Context: an optimization exercise on an open-source flow, tuned for small area, a short achievable clock period and few clock cycles. The choices shown serve that exercise and are no tape-out recipe.
In this exercise RTL edits were held to simulation tests only and were not proved equivalent to the original.

==> run M: inputs <==
## Top
module Top(pts,led,out,clk,IN,wr_en,wr_a,wr_b,wr_w);
 input [2:0]pts;
 input [3:0]IN;
 input clk;
 output reg led;
 output reg [2:0]out;
 input wr_en;
 input [2:0]wr_a,wr_b;
 input [5:0]wr_w;
 reg io_sel,tk_inp,start,reset;
 reg tk_d,st_d;
 reg [2:0]pts_r;
 reg we_r;
 reg [2:0]wa_r,wb_r;
 reg [5:0]ww_r;
 always@(posedge clk)
 begin
     io_sel<=IN[0];
     tk_inp<=IN[1];
     start<=IN[2];
     reset<=IN[3];
     tk_d<=tk_inp;
     st_d<=start;
     pts_r<=pts;
     we_r<=wr_en;
     wa_r<=wr_a;
     wb_r<=wr_b;
     ww_r<=wr_w;
 end
 reg [2:0]i_state,f_state;
 wire ld=tk_inp&&!tk_d;
 wire ld_src=ld&&!io_sel;
 always@(posedge clk)
 begin
     if(ld_src)
       i_state<=pts_r;
     if(ld&&io_sel)
       f_state<=pts_r;
 end
 wire [2:0]src_n=ld_src?pts_r:i_state;
 reg [5:0]wt[27:0];
 function integer eidx(input integer i,input integer j);
   integer lo,hi;
   begin
     lo=(i<j)?i:j;
     hi=(i<j)?j:i;
     eidx=lo*7-(lo*(lo-1))/2+(hi-lo-1);
   end
 endfunction
 genvar gi,gj;
 generate
   for(gi=0;gi<8;gi=gi+1)
   begin:wi
     for(gj=gi+1;gj<8;gj=gj+1)
     begin:wj
       always@(posedge clk)
         if(we_r&&((wa_r==gi&&wb_r==gj)||(wa_r==gj&&wb_r==gi)))
           wt[eidx(gi,gj)]<=ww_r;
     end
   end
 endgenerate
 reg [8:0]dt[7:0];
 reg [7:0]visited;
 reg [2:0]pred[7:0];
 reg relax,first;
 wire restart=we_r||ld_src;
 function kle(input [9:0]x,input [9:0]y);
   integer b;
   reg l,e;
   begin
     l=1'b0;
     e=1'b1;
     for(b=9;b>=0;b=b-1)
     begin
       l=l|(e&~x[b]&y[b]);
       e=e&~(x[b]^y[b]);
     end
     kle=l|e;
   end
 endfunction
 wire [9:0]key[7:0];
 generate
   for(gi=0;gi<8;gi=gi+1)
   begin:ky
     assign key[gi]={visited[gi],dt[gi]};
   end
 endgenerate
 wire [7:0]hw;
 wire [9:0]mh[1:0];
 generate
   for(gi=0;gi<2;gi=gi+1)
   begin:hf
     wire l01=kle(key[4*gi],key[4*gi+1]);
     wire l02=kle(key[4*gi],key[4*gi+2]);
     wire l03=kle(key[4*gi],key[4*gi+3]);
  ...
==> module Top, before the edit <==
module Top(pts,led,out,clk,IN,wr_en,wr_a,wr_b,wr_w);
 input [2:0]pts;
 input [3:0]IN;
 input clk;
 output reg led;
 output reg [2:0]out;
 input wr_en;
 input [2:0]wr_a,wr_b;
 input [5:0]wr_w;
 reg io_sel,tk_inp,start,reset;
 reg tk_d,st_d;
 reg [2:0]pts_r;
 reg we_r;
 reg [2:0]wa_r,wb_r;
 reg [5:0]ww_r;
 always@(posedge clk)
 begin
     io_sel<=IN[0];
     tk_inp<=IN[1];
     start<=IN[2];
     reset<=IN[3];
     tk_d<=tk_inp;
     st_d<=start;
     pts_r<=pts;
     we_r<=wr_en;
     wa_r<=wr_a;
     wb_r<=wr_b;
     ww_r<=wr_w;
 end
 reg [2:0]i_state,f_state;
 wire ld=tk_inp&&!tk_d;
 wire ld_src=ld&&!io_sel;
 always@(posedge clk)
 begin
     if(ld_src)
       i_state<=pts_r;
     if(ld&&io_sel)
       f_state<=pts_r;
 end
 wire [2:0]src_n=ld_src?pts_r:i_state;
 reg [5:0]wt[27:0];
 function integer eidx(input integer i,input integer j);
   integer lo,hi;
   begin
     lo=(i<j)?i:j;
     hi=(i<j)?j:i;
     eidx=lo*7-(lo*(lo-1))/2+(hi-lo-1);
   end
 endfunction
 genvar gi,gj;
 generate
   for(gi=0;gi<8;gi=gi+1)
   begin:wi
     for(gj=gi+1;gj<8;gj=gj+1)
     begin:wj
       always@(posedge clk)
         if(we_r&&((wa_r==gi&&wb_r==gj)||(wa_r==gj&&wb_r==gi)))
           wt[eidx(gi,gj)]<=ww_r;
     end
   end
 endgenerate
 reg [8:0]dt[7:0];
 reg [7:0]visited;
 reg [2:0]pred[7:0];
 reg relax,first;
 wire restart=we_r||ld_src;
 function kle(input [9:0]x,input [9:0]y);
   integer b;
   reg l,e;
   begin
     l=1'b0;
     e=1'b1;
     for(b=9;b>=0;b=b-1)
     begin
       l=l|(e&~x[b]&y[b]);
       e=e&~(x[b]^y[b]);
     end
     kle=l|e;
   end
 endfunction
 wire [9:0]key[7:0];
 generate
   for(gi=0;gi<8;gi=gi+1)
   begin:ky
     assign key[gi]={visited[gi],dt[gi]};
   end
 endgenerate
 wire [7:0]hw;
 wire [9:0]mh[1:0];
 generate
   for(gi=0;gi<2;gi=gi+1)
   begin:hf
     wire l01=kle(key[4*gi],key[4*gi+1]);
     wire l02=kle(key[4*gi],key[4*gi+2]);
     wire l03=kle(key[4*gi],key[4*gi+3]);
     wire l12=kle(key[4*gi+1],key[4*gi+2]);
     wire l13=kle(key[4*gi+1],key[4*gi+3]);
     wire l23=kle(key[4*gi+2],key[4*gi+3]);
     assign hw[4*gi]=l01&l02&l03;
     assign hw[4*gi+1]=!l01&l12&l13;
     assign hw[4*gi+2]=!l02&!l12&l23;
     assign hw[4*gi+3]=!l03&!l13&!l23;
     assign mh[gi]=({10{hw[4*gi]}}&key[4*gi])|({10{hw[4*gi+1]}}&key[4*gi+1])|
                   ({10{hw[4*gi+2]}}&key[4*gi+2])|({10{hw[4*gi+3]}}&key[4*gi+3]);
   end
 endgenerate
 wire hi=!kle(mh[0],mh[1]);
 wire [9:0]m07=hi?mh[1]:mh[0];
 wire any=!m07[9];
 wire [7:0]sel={{4{any&hi}}&hw[7:4],{4{any&!hi}}&hw[3:0]};
 reg [7:0]sel_r;
 reg [8:0]dp;
 always@(posedge clk)
 begin
     if(restart)
     begin
         sel_r<=8'd1<<src_n;
         dp<=9'd0;
     end
     else
     begin
         sel_r<=sel;
         dp<=m07[8:0];
     end
 end
 wire [2:0]p={sel_r[4]|sel_r[5]|sel_r[6]|sel_r[7],sel_r[2]|sel_r[3]|sel_r[6]|sel_r[7],sel_r[1]|sel_r[3]|sel_r[5]|sel_r[7]};
 reg [5:0]wp[7:0];
 integer u,v;
 always@(*)
 begin
     for(v=0;v<8;v=v+1)
     begin
       wp[v]=6'd0;
       for(u=0;u<8;u=u+1)
         if(u!=v)
           wp[v]=wp[v]|({6{sel_r[u]}}&wt[eidx(u,v)]);
     end
 end
 wire [8:0]sum[7:0];
 wire [7:0]r_lt,r_le;
 generate
   for(gi=0;gi<8;gi=gi+1)
   begin:sm
     assign sum[gi]=dp+{3'd0,wp[gi]};
     assign r_lt[gi]=sum[gi]<dt[gi];
     assign r_le[gi]=sum[gi]<=dt[gi];
   end
 endgenerate
 integer k;
 always@(posedge clk)
 begin
     if(restart)
     begin
         visited<=8'd1<<src_n;
         relax<=1'b1;
         first<=1'b1;
     end
     else if(!relax)
     begin
         visited<=visited|sel;
         relax<=any;
     end
     else
     begin
         relax<=1'b0;
         first<=1'b0;
         for(k=0;k<8;k=k+1)
           if(!visited[k])
           begin
             if(first||r_lt[k])
             begin
               dt[k]<=sum[k];
               pred[k]<=p;
             end
             else if(r_le[k]&&p<pred[k])
               pred[k]<=p;
           end
     end
 end
 always@(posedge clk)
 begin
     if(IN[3]&&reset)
       led<=1'b0;
     else if(!IN[3]&&(visited[f_state]||(!relax&&sel[f_state])))
       led<=1'b1;
 end
 reg [2:0]cur;
 always@(posedge clk)
 begin
     if(reset)
       cur<=f_state;
     else if(start&&!st_d)
     begin
         out<=cur;
         if(cur!=i_state)
           cur<=pred[cur];
     end
 end
endmodule
clock: 12.0 ns
lec_check: 0
cap_margin: 20
core_margin: 2
core_utilization: 40
slew_margin: 20
run.sh (not shown) runs the stock make flow with config.mk's settings and CLKGATE_MAP_FILE= SYNTH_SCRIPT=/design/flow/synth_recipe.tcl, a recipe that flattens the netlist after the stock synthesis.
==> run A (differences from run M) <==
==> flow/design.v (replaced) <==
`timescale 1ps/1ps
module Top(pts,led,out,clk,IN,wr_en,wr_a,wr_b,wr_w);
 input [2:0]pts;
 input [3:0]IN;
 input clk;
 output reg led;
 output reg [2:0]out;
 input wr_en;
 input [2:0]wr_a,wr_b;
 input [5:0]wr_w;
 reg tk_inp,start,reset;
 reg st_d;
 always@(posedge clk)
 begin
     tk_inp<=IN[1];
     start<=IN[2];
     reset<=IN[3];
     st_d<=start;
 end
 reg [2:0]i_state,f_state;
 wire ld=IN[1]&&!tk_inp;
 wire ld_src=ld&&!IN[0];
 always@(posedge clk)
 begin
     if(ld_src)
       i_state<=pts;
     if(ld&&IN[0])
       f_state<=pts;
 end
 wire [2:0]src_n=ld_src?pts:i_state;
 reg [5:0]wt[27:0];
 function integer eidx(input integer i,input integer j);
   integer lo,hi;
   begin
     lo=(i<j)?i:j;
     hi=(i<j)?j:i;
     eidx=lo*7-(lo*(lo-1))/2+(hi-lo-1);
   end
 endfunction
 genvar gi,gj;
 generate
   for(gi=0;gi<8;gi=gi+1)
   begin:wi
     for(gj=gi+1;gj<8;gj=gj+1)
     begin:wj
       always@(posedge clk)
         if(wr_en&&((wr_a==gi&&wr_b==gj)||(wr_a==gj&&wr_b==gi)))
           wt[eidx(gi,gj)]<=wr_w;
     end
   end
 endgenerate
 reg [6:0]dt[7:0];
 reg [7:0]visited;
 reg [2:0]pred[7:0];
 reg relax,first;
 wire restart=wr_en||ld_src;
 function mle(input [6:0]x,input [6:0]y);
   integer b;
   reg l,e;
   begin
     l=1'b0;
     e=1'b1;
     for(b=5;b>=0;b=b-1)
     begin
       l=l|(e&~x[b]&y[b]);
       e=e&~(x[b]^y[b]);
     end
     mle=(l|e)^x[6]^y[6];
   end
 endfunction
 function kle(input [7:0]x,input [7:0]y);
   begin
     kle=x[7]?y[7]:(y[7]|mle(x[6:0],y[6:0]));
   end
 endfunction
 wire [7:0]key[7:0];
 generate
   for(gi=0;gi<8;gi=gi+1)
   begin:ky
     assign key[gi]={visited[gi],dt[gi]};
   end
 endgenerate
 wire [7:0]hw;
 wire [7:0]mh[1:0];
 generate
   for(gi=0;gi<2;gi=gi+1)
   begin:hf
     wire l01=kle(key[4*gi],key[4*gi+1]);
     wire l02=kle(key[4*gi],key[4*gi+2]);
     wire l03=kle(key[4*gi],key[4*gi+3]);
     wire l12=kle(key[4*gi+1],key[4*gi+2]);
     wire l13=kle(key[4*gi+1],key[4*gi+3]);
     wire l23=kle(key[4*gi+2],key[4*gi+3]);
     assign hw[4*gi]=l01&l02&l03;
     assign hw[4*gi+1]=!l01&l12&l13;
     assign hw[4*gi+2]=!l02&!l12&l23;
     assign hw[4*gi+3]=!l03&!l13&!l23;
     assign mh[gi]=({8{hw[4*gi]}}&key[4*gi])|({8{hw[4*gi+1]}}&key[4*gi+1])|
                   ({8{hw[4*gi+2]}}&key[4*gi+2])|({8{hw[4*gi+3]}}&key[4*gi+3]);
   end
 endgenerate
 wire hi=!kle(mh[0],mh[1]);
 wire [7:0]m07=hi?mh[1]:mh[0];
 wire any=!m07[7];
 wire [7:0]sel={{4{any&hi}}&hw[7:4],{4{any&!hi}}&hw[3:0]};
 reg [7:0]sel_r;
 reg [6:0]dp;
 always@(posedge clk)
 begin
     if(restart)
     begin
         sel_r<=8'd1<<src_n;
         dp<=7'd0;
     end
     else
     begin
         sel_r<=sel;
         dp<=m07[6:0];
     end
 end
 wire [2:0]p={sel_r[4]|sel_r[5]|sel_r[6]|sel_r[7],sel_r[2]|sel_r[3]|sel_r[6]|sel_r[7],sel_r[1]|sel_r[3]|sel_r[5]|sel_r[7]};
 reg [5:0]wp[7:0];
 integer u,v;
 always@(*)
 begin
     for(v=0;v<8;v=v+1)
     begin
       wp[v]=6'd0;
       for(u=0;u<8;u=u+1)
         if(u!=v)
           wp[v]=wp[v]|({6{sel_r[u]}}&wt[eidx(u,v)]);
     end
 end
 wire [6:0]sum[7:0];
 wire [7:0]r_lt,r_le;
 generate
   for(gi=0;gi<8;gi=gi+1)
   begin:sm
     assign sum[gi]=dp+{1'b0,wp[gi]};
     wire lo=sum[gi][5:0]<dt[gi][5:0];
     assign r_lt[gi]=(sum[gi][6]==dt[gi][6])?lo:!lo;
     assign r_le[gi]=r_lt[gi]|(sum[gi]==dt[gi]);
   end
 endgenerate
 always@(posedge clk)
 begin
     if(restart)
     begin
         visited<=8'd1<<src_n;
         relax<=1'b1;
         first<=1'b1;
     end
     else if(!relax)
     begin
         visited<=visited|sel;
         relax<=any;
     end
     else
     begin
         relax<=1'b0;
         first<=1'b0;
     end
 end
 integer k;
 always@(posedge clk)
 begin
     if(relax)
       for(k=0;k<8;k=k+1)
         if(!visited[k])
         begin
           if(first||r_lt[k])
           begin
             dt[k]<=sum[k];
             pred[k]<=p;
           end
           else if(r_le[k]&&p<pred[k])
             pred[k]<=p;
         end
 end
 always@(posedge clk)
 begin
     if(IN[3]&&reset)
       led<=1'b0;
     else if(!IN[3]&&(visited[f_state]||(!relax&&sel[f_state])))
       led<=1'b1;
 end
 reg [2:0]cur;
 always@(posedge clk)
 begin
     if(reset)
       cur<=f_state;
     else if(start&&!st_d)
     begin
         out<=cur;
         if(cur!=i_state)
           cur<=pred[cur];
     end
 end
endmodule
==> flow/flow/run.sh (new file) <==
#!/bin/bash
# The standard layout, with repair_timing aiming for a larger setup slack
# than the 12 ns clock needs, so that the achieved period shrinks.
set -euo pipefail
bash standard.sh SETUP_SLACK_MARGIN=8.0 finish > standard.log 2>&1
==> flow/standard.sh (new file) <==
#!/bin/bash
# synth_recipe.tcl (not shown) runs the flow's synth.tcl, then flattens the netlist and writes it again
# the make line also repeats each setting of config.mk as NAME=value (left out here)
make -C /OpenROAD-flow-scripts/flow DESIGN_CONFIG=/design/flow/config.mk WORK_HOME=/design/flow/orfs CLKGATE_MAP_FILE= SYNTH_SCRIPT=/design/flow/synth_recipe.tcl "${@:-finish}"
removed: flow/run.sh
==> run summary <==
Result of the run: run A timing/DRC/antenna clean; run M timing/DRC/antenna clean
R2R cell count: run A 17; run M 16
Peak per-stage delay on the critical path: run A 0.56 ns; run M 0.81 ns
Count of distinct cell types in the synthesized netlist: run A 86; run M 88
Setup bufs post-CTS: run A 69; run M 0
Non-Filler Instances: run A 2210; run M 2399
Total Die Area: run A 44800 um^2; run M 50200 um^2
Starting density of the core: run A 40.3%; run M 40.6%
Placed cell area: run A 18000 um^2; run M 20200 um^2
Max stage delay cell, worst path: run A sky130_fd_sc_hd__a211oi_2; run M sky130_fd_sc_hd__o221a_1
Timing endpoint of the critical path: run A dp[4]$_SDFF_PN0_; run M visited[4]$_DFFE_PN_
Arr. time, crit path: run A 4.77 ns; run M 5.69 ns
Testbench counts of run M, summed over its fixed seeds: cycles 4,529.
Testbench counts of run A, summed over its fixed seeds: cycles 4,371.

## re-timing with driven ports
In the flow no input, the clock included, has a driving cell. The finished layouts below were timed again as built, in two steps.
Step 1 assumes that a clkbuf_16 drives the clock port and a buf_2 every other input.
Step 2, shift: input delay + t, output delay - t, t = (earliest + latest rising clock arrival at the registers) / 2. This alone moves slack from input paths to output paths.
Slacks: no drivers / after step 1 / after step 2; pairs: no drivers / after step 1.
run	t, ns	setup WS [ns]	worst data-port slew with drivers (ns)
run M	0.621	6.712 / 6.712 / 6.712	0.04
run A	0.646	7.685 / 7.685 / 7.315	0.06
After both steps every run listed still meets setup and hold. For run A, which loses most, drivers alone change the setup slack by 0.000 ns; drivers and shift together by -0.370 ns.
